Context: an optimization exercise on an open-source flow, tuned for small area. The choices shown serve that exercise and are no tape-out recipe.
Only simulation tests tie the RTL to the original design; equivalence was not proved.
Power and IR drop assume default switching activity.

P:
==> module LCD_display_string, before the edit <==
module LCD_display_string(index, out, state_code);
	input [4:0] index;
	input [2:0] state_code;
	output reg [7:0] out;
	always @*
		case (index)
		5'h00: case (state_code)
			3'd2, 3'd4, 3'd6: out = 8'h44;	 
			default: out = 8'h53;	 
			endcase
		5'h01: case (state_code)
			3'd2, 3'd4, 3'd6: out = 8'h6F;	 
			3'd0: out = 8'h74;	 
			default: out = 8'h65;	 
			endcase
		5'h02: case (state_code)
			3'd0: out = 8'h61;	 
			3'd2, 3'd4, 3'd6: out = 8'h6E;	 
			default: out = 8'h74;	 
			endcase
		5'h03: case (state_code)
			3'd2, 3'd4, 3'd6: out = 8'h65;	 
			3'd0: out = 8'h72;	 
			default: out = 8'h20;	 
			endcase
		5'h04: case (state_code)
			3'd3: out = 8'h43;	 
			3'd7: out = 8'h4D;	 
			3'd5: out = 8'h53;	 
			3'd1: out = 8'h54;	 
			3'd0: out = 8'h74;	 
			default: out = 8'h20;	 
			endcase
		5'h05: case (state_code)
			3'd7: out = 8'h65;	 
			3'd1, 3'd5: out = 8'h69;	 
			3'd3: out = 8'h6C;	 
			default: out = 8'h20;	 
			endcase
		5'h06: case (state_code)
			3'd7: out = 8'h61;	 
			3'd1: out = 8'h6D;	 
			3'd3: out = 8'h6F;	 
			3'd5: out = 8'h7A;	 
			default: out = 8'h20;	 
			endcase
		5'h07: case (state_code)
			3'd3: out = 8'h63;	 
			3'd1, 3'd5: out = 8'h65;	 
			3'd7: out = 8'h6C;	 
			default: out = 8'h20;	 
			endcase
		5'h08: case (state_code)
			3'd3: out = 8'h6B;	 
			default: out = 8'h20;	 
			endcase
		5'h10: out = 8'h50;	 
		5'h11: out = 8'h72;	 
		5'h12: out = 8'h65;	 
		5'h13: out = 8'h73;	 
		5'h14: out = 8'h73;	 
		5'h16: out = 8'h4F;	 
		5'h17: out = 8'h6B;	 
		default: out = 8'h20;
		endcase
endmodule
==> module LCD_Display, before the edit <==
module LCD_Display (clk, rst_n, state_code, LCD_RS, LCD_E, LCD_RW, DATA_BUS);
	input clk, rst_n;
	input [2:0] state_code;
	output LCD_RS, LCD_E, LCD_RW;
	output [7:0] DATA_BUS;
	reg [5:0] lfsr;
	reg half;
	wire tap = ~|lfsr[5:1];	 
	wire step = tap & ~half;
	always @(posedge clk)
		if (~rst_n) begin
			lfsr <= 6'b000010;
			half <= 1'b0;
		end else begin
			lfsr <= {lfsr[4:0], lfsr[5] ^ lfsr[4]};
			if (tap) half <= ~half;
		end
	reg [5:0] pos;
	reg e_hi, hold;
	wire [2:0] text = {(state_code[1] & ~state_code[2]) | (state_code[2] & ~state_code[0]),
		state_code[0] & ~state_code[2], state_code[0] | state_code[1]};
	reg [2:0] cap;	 
	reg [5:0] next_pos;
	always @*
		if (~pos[5])
			next_pos = (pos[3:0] == 4'hf) ? {1'b1, pos[4:0]} : pos + 1'b1;
		else if (pos[3:0] == 4'hf)
			next_pos = {1'b0, pos[4:0] + 1'b1};
		else if (pos[3])
			next_pos = 6'd0;
		else
			next_pos = pos + 1'b1;
	always @(posedge clk)
		if (step & ~e_hi & ~hold) cap <= text;
	always @(posedge clk)
		if (~rst_n) begin
			pos <= 6'b100000;
			e_hi <= 1'b0;
			hold <= 1'b0;
		end else if (step) begin
			if (e_hi) begin
				e_hi <= 1'b0;
				hold <= 1'b1;
			end else if (hold)
				hold <= 1'b0;
			else begin
				e_hi <= 1'b1;
				pos <= next_pos;
			end
		end
	wire [7:0] ch;
	LCD_display_string u1 (.index(pos[4:0]), .out(ch), .state_code(cap));
	wire [4:0] x = pos[4:0];
	wire lo = ~x[3];		 
	wire c38 = lo & (x[2] ? ~x[1] & ~x[0] : x[1] | x[0]);	 
	wire [7:0] cmd;
	assign cmd[7] = x[3] & x[2];			 
	assign cmd[6] = x[3] & x[2] & ~x[4];		 
	assign cmd[5] = c38;
	assign cmd[4] = c38;
	assign cmd[3] = lo & (x[2:0] != 3'd0) & (x[2:0] != 3'd6);	 
	assign cmd[2] = (lo & (&x[2:0])) | (x[3] & ~x[2]);	 
	assign cmd[1] = x[3] & ~x[2];			 
	assign cmd[0] = lo & x[2] & x[1] & ~x[0];	 
	assign DATA_BUS = pos[5] ? cmd : ch;
	assign LCD_RS = ~pos[5];
	assign LCD_E = e_hi;
	assign LCD_RW = 1'b0;
endmodule
export LEC_CHECK = 0
export ABC_AREA = 1
export CAP_MARGIN = 20
export CORE_MARGIN = 2
export CORE_UTILIZATION = 40
export SLEW_MARGIN = 20
create_clock -name core_clock -period 10.0 [get_ports {clk}]
standard.sh (not shown) runs the stock make flow with config.mk's settings and CLKGATE_MAP_FILE= SYNTH_SCRIPT=/design/flow/synth_recipe.tcl, a recipe that flattens the netlist after the stock synthesis.
==> flow/flow/run.sh <==
#!/bin/bash
# Own layout flow: the standard ORFS flow (standard.sh), with
#  - an area-oriented ABC script for technology mapping, and no adder cell extraction,
#  - the smallest buffer cell for the port buffers,
#  - CTS without dummy loads.
set -euo pipefail
W=$(pwd)
rm -rf "$W/scripts_area"
cp -r "$FLOW_HOME/scripts" "$W/scripts_area"
cp "$W/flow/abc_area.script" "$W/scripts_area/abc_area.script"
bash "$W/standard.sh" SCRIPTS_DIR="$W/scripts_area" ABC_AREA=1 ADDER_MAP_FILE= \
  "BUFFER_PORTS_ARGS=-buffer_cell sky130_fd_sc_hd__buf_1" \
  "CTS_ARGS=-sink_clustering_enable -repair_clock_nets -dont_use_dummy_load -buf_list sky130_fd_sc_hd__clkbuf_8" \
  finish > "$W/flow_make.log" 2>&1
==> flow/flow/abc_area.script <==
strash
ifraig
dc2
strash
&get -n
&deepsyn -T 20
&put
dch -f
amap
strash
&get -n
&deepsyn -T 20
&put
dch -f
amap
topo
The following lists how T was set up differently from P:
-- flow/design.v --
<<< P, line 55
	always @*
		case (index)
		5'h00: case (state_code)
			3'd2, 3'd4, 3'd6: out = 8'h44;	 
			default: out = 8'h53;	 
			endcase
		5'h01: case (state_code)
			3'd2, 3'd4, 3'd6: out = 8'h6F;	 
			3'd0: out = 8'h74;	 
			default: out = 8'h65;	 
			endcase
		5'h02: case (state_code)
			3'd0: out = 8'h61;	 
			3'd2, 3'd4, 3'd6: out = 8'h6E;	 
			default: out = 8'h74;	 
			endcase
		5'h03: case (state_code)
			3'd2, 3'd4, 3'd6: out = 8'h65;	 
			3'd0: out = 8'h72;	 
			default: out = 8'h20;	 
			endcase
		5'h04: case (state_code)
			3'd3: out = 8'h43;	 
			3'd7: out = 8'h4D;	 
			3'd5: out = 8'h53;	 
			3'd1: out = 8'h54;	 
			3'd0: out = 8'h74;	 
			default: out = 8'h20;	 
			endcase
		5'h05: case (state_code)
			3'd7: out = 8'h65;	 
			3'd1, 3'd5: out = 8'h69;	 
			3'd3: out = 8'h6C;	 
			default: out = 8'h20;	 
			endcase
		5'h06: case (state_code)
			3'd7: out = 8'h61;	 
			3'd1: out = 8'h6D;	 
			3'd3: out = 8'h6F;	 
			3'd5: out = 8'h7A;	 
			default: out = 8'h20;	 
			endcase
		5'h07: case (state_code)
			3'd3: out = 8'h63;	 
			3'd1, 3'd5: out = 8'h65;	 
			3'd7: out = 8'h6C;	 
			default: out = 8'h20;	 
			endcase
		5'h08: case (state_code)
			3'd3: out = 8'h6B;	 
			default: out = 8'h20;	 
			endcase
		5'h10: out = 8'h50;	 
		5'h11: out = 8'h72;	 
>>> T, line 55
	always @*
		case (index)
		5'h00: out = (state_code == 3'd4) ? 8'h44 : 8'h53;	 
		5'h01: case (state_code)
			3'd0: out = 8'h74;	 
			3'd4: out = 8'h6F;	 
			default: out = 8'h65;	 
			endcase
		5'h02: case (state_code)
			3'd0: out = 8'h61;	 
			3'd4: out = 8'h6E;	 
			default: out = 8'h74;	 
			endcase
		5'h03: case (state_code)
			3'd0: out = 8'h72;	 
			3'd4: out = 8'h65;	 
			default: out = 8'h20;
			endcase
		5'h04: case (state_code)
			3'd0: out = 8'h74;	 
			3'd1: out = 8'h43;	 
			3'd3: out = 8'h4D;	 
			3'd7: out = 8'h54;	 
			3'd6: out = 8'h53;	 
			default: out = 8'h20;
			endcase
		5'h05: case (state_code)
			3'd1: out = 8'h6C;	 
			3'd3: out = 8'h65;	 
			3'd7, 3'd6: out = 8'h69;	 
			default: out = 8'h20;
			endcase
		5'h06: case (state_code)
			3'd1: out = 8'h6F;	 
			3'd3: out = 8'h61;	 
			3'd7: out = 8'h6D;	 
			3'd6: out = 8'h7A;	 
			default: out = 8'h20;
			endcase
		5'h07: case (state_code)
			3'd1: out = 8'h63;	 
			3'd3: out = 8'h6C;	 
			3'd7, 3'd6: out = 8'h65;	 
			default: out = 8'h20;
			endcase
		5'h08: out = (state_code == 3'd1) ? 8'h6B : 8'h20;	 
		5'h10: out = 8'h50;	 
		5'h11: out = 8'h72;	 
<<< P, line 134
	reg [5:0] pos;
	reg e_hi, hold;
	wire [2:0] text = {(state_code[1] & ~state_code[2]) | (state_code[2] & ~state_code[0]),
		state_code[0] & ~state_code[2], state_code[0] | state_code[1]};
	reg [2:0] cap;	 
	reg [5:0] next_pos;
>>> T, line 128
	reg [5:0] pos;
	reg e_hi, hold;
	reg [2:0] cap;	 
	reg [5:0] next_pos;
<<< P, line 148
			next_pos = pos + 1'b1;
	always @(posedge clk)
		if (step & ~e_hi & ~hold) cap <= text;
	always @(posedge clk)
		if (~rst_n) begin
>>> T, line 140
			next_pos = pos + 1'b1;
	always @(posedge clk)
		if (step & ~e_hi & ~hold) cap <= state_code;
	always @(posedge clk)
		if (~rst_n) begin
Notes after the runs:
T against P; leakage power is up slightly. Diff P -> T | total standard cell area after synthesis | increase of 0.77%. P → T: die extent in y saw an increase, area fraction in and, or, nand and nor cells after synthesis saw little to no change, filler cell count in the final layout saw a decrease. Higher area of placed instances among P and T: T. The met1 wire length on P is in line with that on T. T can be clocked faster than P. The final reports for T and P show non-clock buffer count higher in the former. Summary of T over P: global-route usage -0.26 points, met3 track utilization from global routing now larger, design area shows an increase of 45 µm², final critical-path setup slack rose 0.43 ns.

afterwards: timing with drivers on the ports:
How much do the figures lean on ideal ports? The routed layouts below were timed once more, with nothing changed but the port constraints.
Step 1 (the two cells are an assumption about what drives the block):
set clk [get_ports {clk}]
set_driving_cell -lib_cell sky130_fd_sc_hd__clkbuf_16 $clk
set_driving_cell -lib_cell sky130_fd_sc_hd__buf_2 [delete_from_list [all_inputs] $clk]
Step 2, shift: input delay + t, output delay - t, t = (earliest + latest rising clock arrival at the registers) / 2. This alone moves slack from input paths to output paths.
Slacks: no drivers / after step 1 / after step 2; pairs: no drivers / after step 1.
| run | t (ns) | setup WS [ns] | worst setup path after step 2 | worst data-port slew with drivers (ns) | pins driven straight from the clock port |
|---|---|---|---|---|---|
| P | 0.392 | 3.597 / 3.568 / 3.568 | input to output | 0.05 | 1 |
| T | 0.390 | 4.025 / 4.000 / 4.000 | input to output | 0.04 | 1 |
After both steps every run listed still meets setup and hold. For P, which loses most, drivers alone change the setup slack by -0.029 ns; drivers and shift together by -0.029 ns.
